Context: an optimization exercise on an open-source flow, tuned for small area and few clock cycles. The choices shown serve that exercise and are no tape-out recipe.
Where RTL was checked, it was by simulation tests only, not by an equivalence proof against the original.
No functional check of the RTL was part of run 1.
Power is estimated from default activity; no workload was simulated.

## flow/config.mk

```make
export PLATFORM = sky130hd
export DESIGN_NAME = sobel_top
export DESIGN_NICKNAME = sobel_top
export VERILOG_FILES = /design/flow/design.v
export SDC_FILE = /design/flow/constraint.sdc
export NUM_CORES = 4
export LEC_CHECK = 0
export CAP_MARGIN = 20
export CORE_MARGIN = 2
export CORE_UTILIZATION = 40
export SLEW_MARGIN = 20
```

## flow/constraint.sdc

```tcl
create_clock -name core_clock -period 5.0 [get_ports {i_clk}]
set_input_delay 1.0000 -clock core_clock [delete_from_list [all_inputs] [get_ports {i_clk}]]
set_output_delay 1.0000 -clock core_clock [all_outputs]
set_load 0.01 [all_outputs]
```

## flow/design.v

```verilog
module line_buffer(
  input             i_clk,
  input             i_shift,
  input      [63:0] i_word,
  input             i_take_prev,
  output     [63:0] o_cur,
  output     [15:0] o_prev
);
reg [63:0] w0, w1, w2, w3, w4, w5, w6, w7;
reg [15:0] prev;
always @(posedge i_clk)
begin
    if(i_shift)
    begin
        w0 <= i_word;
        w1 <= w0;
        w2 <= w1;
        w3 <= w2;
        w4 <= w3;
        w5 <= w4;
        w6 <= w5;
        w7 <= w6;
    end
end
always @(posedge i_clk)
begin
    if(i_take_prev)
        prev <= w7[63:48];
end
assign o_cur  = w7;
assign o_prev = prev;
endmodule
module filter_x(
input      [79:0] i_a,       
input      [79:0] i_b,
input      [79:0] i_c,
output     [63:0] o_pixel    
);
wire [8:0] u [0:9];
wire [8:0] v [0:9];
wire [8:0] e [0:9];    
genvar j;
generate
for(j = 0; j < 10; j = j + 1)
begin : colsum
    y_filter #(.W(8)) add_u (.i_x(i_a[8*j +: 8]), .i_y(i_b[8*j +: 8]), .i_ci(1'b0), .o_s(u[j][7:0]), .o_co(u[j][8]));
    y_filter #(.W(8)) add_v (.i_x(i_b[8*j +: 8]), .i_y(i_c[8*j +: 8]), .i_ci(1'b0), .o_s(v[j][7:0]), .o_co(v[j][8]));
    if(j >= 1 && j <= 8)
    begin : diff
        wire co;
        y_filter #(.W(8)) sub_e (.i_x(i_a[8*j +: 8]), .i_y(~i_c[8*j +: 8]), .i_ci(1'b1), .o_s(e[j][7:0]), .o_co(co));
        assign e[j][8] = ~co;
    end
end
for(j = 0; j < 8; j = j + 1)
begin : col
    wire [10:0] p, q;
    sum3 sp (.i_x({2'b00, u[j+2]}), .i_y(~{2'b00, v[j]}), .i_z({{2{e[j+1][8]}}, e[j+1]}), .o_s(p));
    sum3 sq (.i_x({2'b00, v[j+2]}), .i_y(~{2'b00, u[j]}), .i_z(~{{2{e[j+1][8]}}, e[j+1]}), .o_s(q));
    wire big_p = p[10] ? (p[9:0] < 10'd964) : (p[9:0] > 10'd60);    
    wire big_q = q[10] ? (q[9:0] < 10'd963) : (q[9:0] > 10'd59);    
    assign o_pixel[8*j +: 8] = (big_p | big_q) ? 8'h00 : 8'hFF;
end
endgenerate
endmodule
module sum3(
input  [10:0] i_x, i_y, i_z,
output [10:0] o_s
);
wire [10:0] s, c;
wire        co;
genvar i;
generate
for(i = 0; i < 11; i = i + 1)
begin : csa
    assign {c[i], s[i]} = i_x[i] + i_y[i] + i_z[i];
end
endgenerate
y_filter #(.W(11)) add (.i_x(s), .i_y({c[9:0], 1'b1}), .i_ci(1'b0), .o_s(o_s), .o_co(co));
endmodule
module y_filter #(parameter W = 8) (
input  [W-1:0] i_x,
input  [W-1:0] i_y,
input          i_ci,
output [W-1:0] o_s,
output         o_co
);
wire [W:0] c;
assign c[0] = i_ci;
genvar i;
generate
for(i = 0; i < W; i = i + 1)
begin : bit_
    assign {c[i+1], o_s[i]} = i_x[i] + i_y[i] + c[i];
end
endgenerate
assign o_co = c[W];
endmodule
module sobel_top(
input        i_clk,
input        i_rst,
input        i_line1_data_valid,
input [63:0] i_line1_data,
output       o_line1_data_ack,
input        i_line2_data_valid,
input [63:0] i_line2_data,
output       o_line2_data_ack,
input        i_line3_data_valid,
input [63:0] i_line3_data,
output       o_line3_data_ack,
output       o_sobel_data_valid,
output [63:0]o_sobel_data,
input        i_sobel_data_ack,
input        i_filter
);
reg  [2:0] rd_word;     
reg        rd_done;     
wire out_valid = i_filter & ~rd_done;
wire out_take  = out_valid & i_sobel_data_ack;
always @(posedge i_clk)
begin
    if(!i_rst)
    begin
        rd_word <= 3'd0;
        rd_done <= 1'b0;
    end
    else
    begin
        if(out_take)
        begin
            rd_word <= rd_word + 1'b1;
            if(rd_word == 3'd7)
                rd_done <= 1'b1;
        end
        if(!i_filter)
            rd_done <= 1'b0;
    end
end
wire all_waiting = out_valid & (rd_word == 3'd0);
assign o_line1_data_ack   = ~all_waiting;
assign o_line2_data_ack   = ~all_waiting;
assign o_line3_data_ack   = ~all_waiting;
assign o_sobel_data_valid = out_valid;
function [63:0] lanes_to_pixels(input [63:0] d);
    lanes_to_pixels = {d[31:0], d[63:32]};
endfunction
wire [63:0] cur1, cur2, cur3;
wire [15:0] prev1, prev2, prev3;
line_buffer lb1 (
  .i_clk(i_clk),
  .i_shift(i_line1_data_valid | out_take),
  .i_word(lanes_to_pixels(i_line1_data)),
  .i_take_prev(out_take),
  .o_cur(cur1),
  .o_prev(prev1)
);
line_buffer lb2 (
  .i_clk(i_clk),
  .i_shift(i_line2_data_valid | out_take),
  .i_word(lanes_to_pixels(i_line2_data)),
  .i_take_prev(out_take),
  .o_cur(cur2),
  .o_prev(prev2)
);
line_buffer lb3 (
  .i_clk(i_clk),
  .i_shift(i_line3_data_valid | out_take),
  .i_word(lanes_to_pixels(i_line3_data)),
  .i_take_prev(out_take),
  .o_cur(cur3),
  .o_prev(prev3)
);
wire [63:0] res;    
filter_x filt (
    .i_a({cur1, prev1}),
    .i_b({cur2, prev2}),
    .i_c({cur3, prev3}),
    .o_pixel(res)
);
assign o_sobel_data = {res[31:0], res[63:32]};
endmodule
```

## flow/run.sh

```bash
#!/bin/bash
# synth_recipe.tcl (not shown) runs the flow's synth.tcl, then flattens the netlist and writes it again
# the make line also repeats each setting of config.mk as NAME=value (left out here)
make -C /OpenROAD-flow-scripts/flow DESIGN_CONFIG=/design/flow/config.mk WORK_HOME=/design/flow/orfs CLKGATE_MAP_FILE= SYNTH_SCRIPT=/design/flow/synth_recipe.tcl finish
```

==> reports/metrics.cfg, run 1 <==
[status]
status=finished with violations
so_faults=setup timing

[routing]
routedWlPerCell_um=19.1
drt_first_pass_iters=5
routed_wl_mm=111
drtIter0Drc=1503
vias=25100
postRouteAntennaNets=0
drcViolationCount=0
via_per_inst=4.33

[run]
drv_cap=0

[setup_path]
crit_type=flop to output port
critPathMaxFanout=4
arrival_ns=7.56
cp-end-kind=output port
start_kind=flop
required_ns=4.00

[synthesis]
avgSynthCellArea_sq_um=21.1
yosys.area_share.simple_pct=1.32
synth_top_family_by_area=adder cells
synth-compound-area-share_pct=0.489
yosys.area_share.xor_xnor_pct=0.410
synth_fa_ha_area_share_pct=16.8
syn_inst=2931
syn_area_sq_um=61900
synth_mux_area_share_pct=0
syn-num-nets=3673
synth_seq_cells=1588
ys_types=33
ys_warn_count=3
yosysSeqAreaShare_pct=77.0

[global_route]
grt_pass1_wl_mm=168
grt_use_total_pct=14.5
antenna_found_initial=0
grt_pass1_vias=27400
grt_max_degree=91
overflow=0

[placed_design]
routabilityCongestion=0.845
dp_slack_ns=-3.41
dp_hpwl_mm=80.2
place.port_buffers=266

[sta]
slew_violations=0
fmax_mhz=117
grt_setup_unrepaired=yes
tightest_slew_ns=0.798
finalSetupViolCount=64
min_period_ns=8.56
fin_crit_sh_pct=171
finalClockSkew_ns=0.0419
setup_ws_ns=-3.56
slew_headroom_pct=46.7
finalHoldViolCount=0

[clock_network]
cts_max_path_buffers=3
htree_levels=4
cts_tree=done
clkSinkCount=1588
clk_pin_slew_ns=0.06
cts-root-buf=clkbuf_16
clk_latency_ns=0.79
cts_buffers=161

[power]
powerDensity_nw_per_um2=538
leakage_nw=28.3
ir_drop_v=0.000373

[floorplan]
die_h_um=397
initial_core_util_pct=40.2
core_sq_um=154000
die_x_um=397
num_io_pins=267
rows=144
dieArea_sq_um=158000

[min_path]
hp-class=flop to flop

[final_layout]
final_util_pct=49.4
register_area_sq_um=47600
fillers=12600
area_growth_pct=22.8
diodes=0
multi_input_area_sq_um=12700
drive_gt1_share_pct=24.6
nNetsFinal=4375

-- layer usage --
| metal | routed length, um | global-route usage [%] | share of wire, % |
|---|---|---|---|
| met1 | 50200 | 20.2 | 45 |
| met2 | 53000 | 22.7 | 48 |
| met3 | 5010 | 3.40 | 4.5 |
| met4 | 2740 | 4.80 | 2.5 |
| met5 | 0 | 0 | 0 |
-- logic make-up (layout without fill, tap and decap cells) --
group | count (synthesis) | after routing
simple gates | 135 | 135
xor+xnor | 29 | 29
fa+ha+maj | 543 | 543
buf+inv | 593 | 1420
flops | 1588 | 1588
compound gates | 43 | 43
-- area by class of cell --
cell class                 count  area share [%]
tap                         2044            3.37
timing repair buffer         597            7.71
clock buffer                 208            5.53
sequential                  1588            62.7
clock inverter                80            1.30
multi-input combinational    750            16.7
inverter                     535            2.66
-- critical path: stages, from the launching register on --
cell and delay [ns]:
edfxtp_1 0.48, ha_4 0.21, fa_2 0.38, fa_2 0.39, fa_2 0.42, fa_1 0.50
inv_1 0.06, fa_1 0.51, fa_2 0.41, fa_2 0.39, fa_2 0.41, fa_2 0.40
fa_2 0.35, fa_2 0.58, nand3_2 0.09, or4_4 0.43, a22oi_2 0.32, buf_12 0.16
buf_8 0.10, buf_6 0.09, buf_6 0.09
-- cells in the final DEF, fill, tap and decap left out, drive strengths merged --
cell and count:
nand3 13, clkinv 52, nor4b 12, inv 546, a21boi 2, or3 1
nor3 2, ha 59, or2 2, clkinvlp 4, xnor2 15, o21bai 2
bufinv 13, nand2b 7, nor4 14, nand3b 2, nor2 31, dfxtp 4
clkdlybuf4s50 202, a22oi 8, edfxtp 1584, buf 395, xor2 14, clkbuf 208
nand4b 7, a21oi 15, nor2b 9, nand4 20, and2 1, fa 484
a211o 6, o211ai 10, or4 9, nand2 3, and4b 2
-- cell usage after synthesis --
library cell     n  area share [%]
and2_1           1           0.010
or4_1            7           0.085
or2_2            1           0.010
or4_4            2           0.036
nor3_1           2           0.016
a21boi_0         2           0.024
buf_4           58            0.70
nand2b_1         7           0.071
a22oi_1          8           0.097
a211o_1          6           0.085
dfxtp_1          4            0.13
fa_1           484              16
nand4_1         20            0.20
a21oi_1         15            0.12
nand3b_1         2           0.024
nand2_1          3           0.018
or3_1            1           0.010
xor2_1          14            0.20
edfxtp_1      1584              77
nor4_1          14            0.14
o21bai_1         2           0.024
xnor2_1         15            0.21
o211ai_2         2           0.040
o211ai_1         8           0.097
nor2_1          31            0.19
nor4b_1         12            0.17
inv_1          535             3.2
or2_1            1           0.010
ha_1            59             1.2
and4b_1          2           0.032
nand3_1         13            0.11
nand4b_1         7           0.099
nor2b_1          9           0.091
-- where the power goes --
| part | leakage, nW | internal, mW | switching [mW] |
|---|---|---|---|
| sequential | 15.8 | 16.2 | 0.433 |
| clock | 2.49 | 6.70 | 4.93 |
| combinational | 9.97 | 5.96 | 6.59 |
-- path summary, 6_finish.rpt --
kind | from | endpoint | slack [ns] | depth (start not counted)
hold reg to reg | lb1.w5[3] | lb1.w6[3] | 0.39 | 0
setup reg to reg | rd_done | lb3.w5[55] | 2.45 | 4
setup / recovery | lb3.w7[0] | o_sobel_data[46] | -3.56 | 20
hold / removal | lb1.w5[3] | lb1.w6[3] | 0.39 | 0
-- repair_timing --
action / in CTS / in global routing
hold buffers: 0 / 0
pin swaps: 192 / 83
setup buffers: 63 / 16
setup endpoints to repair: 64 / 64
gates resized for setup: 469 / 73
-- through the flow --
step / power (mW) / instances / hold WS [ns] / setup TNS [ns] / instance area, sq um
after CTS: 41.2 / 5787 / 0.384 / -221.18 / 75600
after global placement: 28.5 / 5438 / 0.401 / -196.44 / 69400
after global routing: 43.6 / 5802 / 0.385 / -226.68 / 76000
after floorplan: 24.6 / 2931 / 0.400 / -825.50 / 62300
final: 40.9 / 5802 / 0.389 / -210.73 / 76000
after detailed placement: 28.7 / 5438 / 0.405 / -201.77 / 69400
==> inputs of run 2 (changes only) <==
--- a/flow/design.v
+++ b/flow/design.v
@@ -31,70 +31,18 @@
 assign o_prev = prev;
 endmodule
 module filter_x(
-input      [79:0] i_a,       
-input      [79:0] i_b,
-input      [79:0] i_c,
-output     [63:0] o_pixel    
+input      [7:0] a0, b0, c0,
+input      [7:0] a1, c1,
+input      [7:0] a2, b2, c2,
+output     [7:0] o_pixel
 );
-wire [8:0] u [0:9];
-wire [8:0] v [0:9];
-wire [8:0] e [0:9];    
-genvar j;
-generate
-for(j = 0; j < 10; j = j + 1)
-begin : colsum
-    y_filter #(.W(8)) add_u (.i_x(i_a[8*j +: 8]), .i_y(i_b[8*j +: 8]), .i_ci(1'b0), .o_s(u[j][7:0]), .o_co(u[j][8]));
-    y_filter #(.W(8)) add_v (.i_x(i_b[8*j +: 8]), .i_y(i_c[8*j +: 8]), .i_ci(1'b0), .o_s(v[j][7:0]), .o_co(v[j][8]));
-    if(j >= 1 && j <= 8)
-    begin : diff
-        wire co;
-        y_filter #(.W(8)) sub_e (.i_x(i_a[8*j +: 8]), .i_y(~i_c[8*j +: 8]), .i_ci(1'b1), .o_s(e[j][7:0]), .o_co(co));
-        assign e[j][8] = ~co;
-    end
-end
-for(j = 0; j < 8; j = j + 1)
-begin : col
-    wire [10:0] p, q;
-    sum3 sp (.i_x({2'b00, u[j+2]}), .i_y(~{2'b00, v[j]}), .i_z({{2{e[j+1][8]}}, e[j+1]}), .o_s(p));
-    sum3 sq (.i_x({2'b00, v[j+2]}), .i_y(~{2'b00, u[j]}), .i_z(~{{2{e[j+1][8]}}, e[j+1]}), .o_s(q));
-    wire big_p = p[10] ? (p[9:0] < 10'd964) : (p[9:0] > 10'd60);    
-    wire big_q = q[10] ? (q[9:0] < 10'd963) : (q[9:0] > 10'd59);    
-    assign o_pixel[8*j +: 8] = (big_p | big_q) ? 8'h00 : 8'hFF;
-end
-endgenerate
-endmodule
-module sum3(
-input  [10:0] i_x, i_y, i_z,
-output [10:0] o_s
-);
-wire [10:0] s, c;
-wire        co;
-genvar i;
-generate
-for(i = 0; i < 11; i = i + 1)
-begin : csa
-    assign {c[i], s[i]} = i_x[i] + i_y[i] + i_z[i];
-end
-endgenerate
-y_filter #(.W(11)) add (.i_x(s), .i_y({c[9:0], 1'b1}), .i_ci(1'b0), .o_s(o_s), .o_co(co));
-endmodule
-module y_filter #(parameter W = 8) (
-input  [W-1:0] i_x,
-input  [W-1:0] i_y,
-input          i_ci,
-output [W-1:0] o_s,
-output         o_co
-);
-wire [W:0] c;
-assign c[0] = i_ci;
-genvar i;
-generate
-for(i = 0; i < W; i = i + 1)
-begin : bit_
-    assign {c[i+1], o_s[i]} = i_x[i] + i_y[i] + c[i];
-end
-endgenerate
-assign o_co = c[W];
+wire [10:0] p = {3'd0,a0} + {3'd0,b0} + {3'd0,a1} + 11'd60
+              - {3'd0,b2} - {3'd0,c1} - {3'd0,c2};
+wire [10:0] q = {3'd0,b0} + {3'd0,c0} + {3'd0,c1} + 11'd60
+              - {3'd0,a1} - {3'd0,a2} - {3'd0,b2};
+wire edge_p = (p > 11'd120);
+wire edge_q = (q > 11'd120);
+assign o_pixel = (edge_p | edge_q) ? 8'h00 : 8'hFF;
 endmodule
 module sobel_top(
 input        i_clk,
@@ -170,12 +118,21 @@
   .o_cur(cur3),
   .o_prev(prev3)
 );
+wire [79:0] col1 = {cur1, prev1};
+wire [79:0] col2 = {cur2, prev2};
+wire [79:0] col3 = {cur3, prev3};
 wire [63:0] res;    
-filter_x filt (
-    .i_a({cur1, prev1}),
-    .i_b({cur2, prev2}),
-    .i_c({cur3, prev3}),
-    .o_pixel(res)
-);
+genvar i;
+generate
+for(i = 0; i < 8; i = i + 1)
+begin : lane
+    filter_x f (
+        .a0(col1[8*i+16 +: 8]), .b0(col2[8*i+16 +: 8]), .c0(col3[8*i+16 +: 8]),
+        .a1(col1[8*i+8  +: 8]),                          .c1(col3[8*i+8  +: 8]),
+        .a2(col1[8*i    +: 8]), .b2(col2[8*i    +: 8]), .c2(col3[8*i    +: 8]),
+        .o_pixel(res[8*i +: 8])
+    );
+end
+endgenerate
 assign o_sobel_data = {res[31:0], res[63:32]};
 endmodule
==> run 2 against run 1 <==
Compared with the run above:
- clock skew increased by 0.015 ns
- power rose by 39%
- register-to-register slack better by 0.39 ns
- flip-flop and latch count unchanged
- wire length increased by 31%
- still fails the layout checks on setup timing
- global-route usage is 1.9 points higher
==> reports/metrics.cfg, run 2 <==
[setup_path]
required_ns=4.00
critPathMaxFanout=5
critPathMaxStageDelay_ns=0.50
cp-end-kind=output port
cp_cell_sequence=ha_2, inv_2, fa_2, buf_4, xnor2_2, fa_1, inv_1, fa_1, inv_1, fa_1, ha_2, inv_1, fa_2, xor2_2, nor4_2, a221o_1, or4_4, nor4b_4, buf_4, buf_6, buf_6
crit_type=flop to output port
start_kind=flop
arrival_ns=6.15
cp_slowest_cell=or4_4

[routing]
routed_wl_mm=145
drt_first_pass_iters=5
drtIter0Drc=2107
drcViolationCount=0
routedWlPerCell_um=18.7
via_per_inst=4.57
postRouteAntennaNets=0
vias=35400

[sta]
finalClockSkew_ns=0.0566
finalHoldViolCount=0
fmax_mhz=140
fin_crit_sh_pct=143
tightest_slew_ns=0.782
finalSetupViolCount=64
slew_violations=0
setup_ws_ns=-2.15
slew_headroom_pct=47.8
min_period_ns=7.15
grt_setup_unrepaired=yes

[placed_design]
dpl_cell_area_sq_um=80400
routabilityCongestion=0.922
place.port_buffers=266
dp_slack_ns=-1.97
dp_hpwl_mm=107

[final_layout]
final_util_pct=51.1
register_area_sq_um=47600
multi_input_area_sq_um=21400
drive_gt1_share_pct=26.4
layout_common_cells=edfxtp_1, inv_1, buf_4
fillers=14400
area_growth_pct=26.8
nNetsFinal=6311
finalInstanceArea_sq_um=88900
diodes=0
final_common_cell=edfxtp_1

[global_route]
grt_pass1_vias=37300
grt_max_degree=103
overflow=0
grt_use_total_pct=16.4
grt_pass1_wl_mm=219
antenna_found_initial=6

[synthesis]
synth_edf_count=1584
synth_most_common_cell=edfxtp_1
synth_area_leader_cell=edfxtp_1
syn_area_sq_um=70100
syn-num-nets=5197
synth.top_cells.by_count=edfxtp_1, inv_1, ha_1, fa_1, nor2_1
yosys-top-cells-area=edfxtp_1, fa_1, ha_1
synth_top_flop_cell=edfxtp_1
syn_inst=4179
yosysSeqAreaShare_pct=68.0
yosys.area.top_type_share_pct=67.9
async_flop_share_pct=0
synth_seq_cells=1588
avgSynthCellArea_sq_um=16.8
ys_types=69
ys_warn_count=2

[clock_network]
cts-root-buf=clkbuf_16
clk_latency_ns=0.83
cts_buffers=161
cts_max_path_buffers=3
hold_buffers=0
clkSinkCount=1588
cts_tree=done
htree_levels=4
clk_pin_slew_ns=0.06

[min_path]
hp-class=flop to flop

[floorplan]
rows=153
initial_core_util_pct=40.3
die_x_um=423
num_io_pins=267
die_h_um=423
core_sq_um=174000
dieArea_sq_um=179000

[power]
total_power_mw=56.7
ir_drop_v=0.000444
leakage_nw=35.9
powerDensity_nw_per_um2=638

[status]
so_faults=setup timing
status=finished with violations

[run]
drv_cap=0

==> run 2: final timing paths <==
check / startpoint / to / slack, ns / cells past startpoint
min reg2reg: lb1.w6[11] / lb1.w7[11] / 0.39 / 0
max reg2reg: rd_done / lb2.w2[33] / 2.84 / 4
min: lb1.w6[11] / lb1.w7[11] / 0.39 / 0
max: lb1.w7[24] / o_sobel_data[57] / -2.15 / 21
==> run 2: where the power goes <==
group          leakage (nW)  switching [mW]  internal (mW)  total, mW
combinational          17.6            14.3           14.2       28.5
sequential             15.8           0.534           16.3       16.8
clock                  2.47            5.01           6.40       11.4
==> run 2: cell families (layout without fill, tap and decap cells) <==
| logic type | Yosys count | count (layout) | share of synthesized area, % |
|---|---|---|---|
| buf+inv | 838 | 2072 | 4.80 |
| simple gates | 406 | 406 | 2.83 |
| fa+ha+maj | 819 | 819 | 18.9 |
| flops | 1588 | 1588 | 68.0 |
| compound gates | 384 | 384 | 3.64 |
| xor+xnor | 130 | 130 | 1.62 |
| mux | 14 | 14 | 0.204 |
==> run 2: repair_timing <==
action	in CTS	in global routing
resized for setup	644	207
pin swaps	208	242
endpoints found under the setup margin	64	64
buffers inserted	93	44
==> run 2: routing by layer <==
| metal | GRT usage, % | routed length, um | vias up |
|---|---|---|---|
| li1 | - | - | 16900 |
| met1 | 22.4 | 64600 | 17600 |
| met2 | 26.3 | 69200 | 678 |
| met3 | 2.95 | 6440 | 228 |
| met4 | 6.12 | 4550 | 0 |
| met5 | 0 | 0 | - |
==> run 2: layout make-up <==
| type | count | share of cell area [%] |
|---|---|---|
| Clock inverter | 96 | 1.02 |
| Multi-Input combinational cell | 1753 | 24.1 |
| Sequential cell | 1588 | 53.6 |
| Tap cell | 2325 | 3.27 |
| Timing Repair Buffer | 1009 | 10.0 |
| Clock buffer | 187 | 4.69 |
| Inverter | 780 | 3.29 |
==> run 2: critical path: cells and delay by family (launching register included) <==
kind / cells / cell delay, ns
buffers and inverters: 8 / 0.78
AOI/OAI and AO/OA: 1 / 0.40
DFF: 1 / 0.39
and+or+nand+nor: 3 / 0.89
xor gates and xnor gates: 2 / 0.30
adders and majority gates: 7 / 2.59
==> run 2: through the flow <==
step / instances / setup TNS (ns) / hold WS [ns]
after floorplan: 4179 / -539.82 / 0.400
after global placement: 7327 / -115.31 / 0.401
after detailed placement: 7327 / -116.14 / 0.405
after CTS: 7700 / -130.44 / 0.388
after global routing: 7738 / -139.94 / 0.385
final: 7738 / -123.45 / 0.388
Testbench counts of run 2, summed over its fixed seeds: cycles 3,072.

-- re-timing with driven ports --
In the flow no input, the clock included, has a driving cell. The finished layouts below were timed again as built, in two steps.
Step 1 (the two cells are an assumption about what drives the block):
set clk [get_ports {i_clk}]
set_driving_cell -lib_cell sky130_fd_sc_hd__clkbuf_16 $clk
set_driving_cell -lib_cell sky130_fd_sc_hd__buf_2 [delete_from_list [all_inputs] $clk]
Step 2 adds t to the input delays and takes it off the output delays; t is the mean of the earliest and latest rising clock arrival at the registers after step 1. Input paths then give back, and output paths get back, about the clock's delay inside the block.
Slacks: no drivers / after step 1 / after step 2; pairs: no drivers / after step 1.
run | shift t [ns] | slack for setup (ns) | hold slack, ns | latest minus earliest clock arrival (ns) | worst slew at a driven data input, ns
run 1 | 0.841 | -3.559 / -3.628 / -2.787 | 0.389 / 0.389 / 0.389 | 0.048 / 0.049 | 0.07
run 2 | 0.877 | -2.147 / -2.230 / -1.353 | 0.388 / 0.388 / 0.388 | 0.071 / 0.071 | 0.06
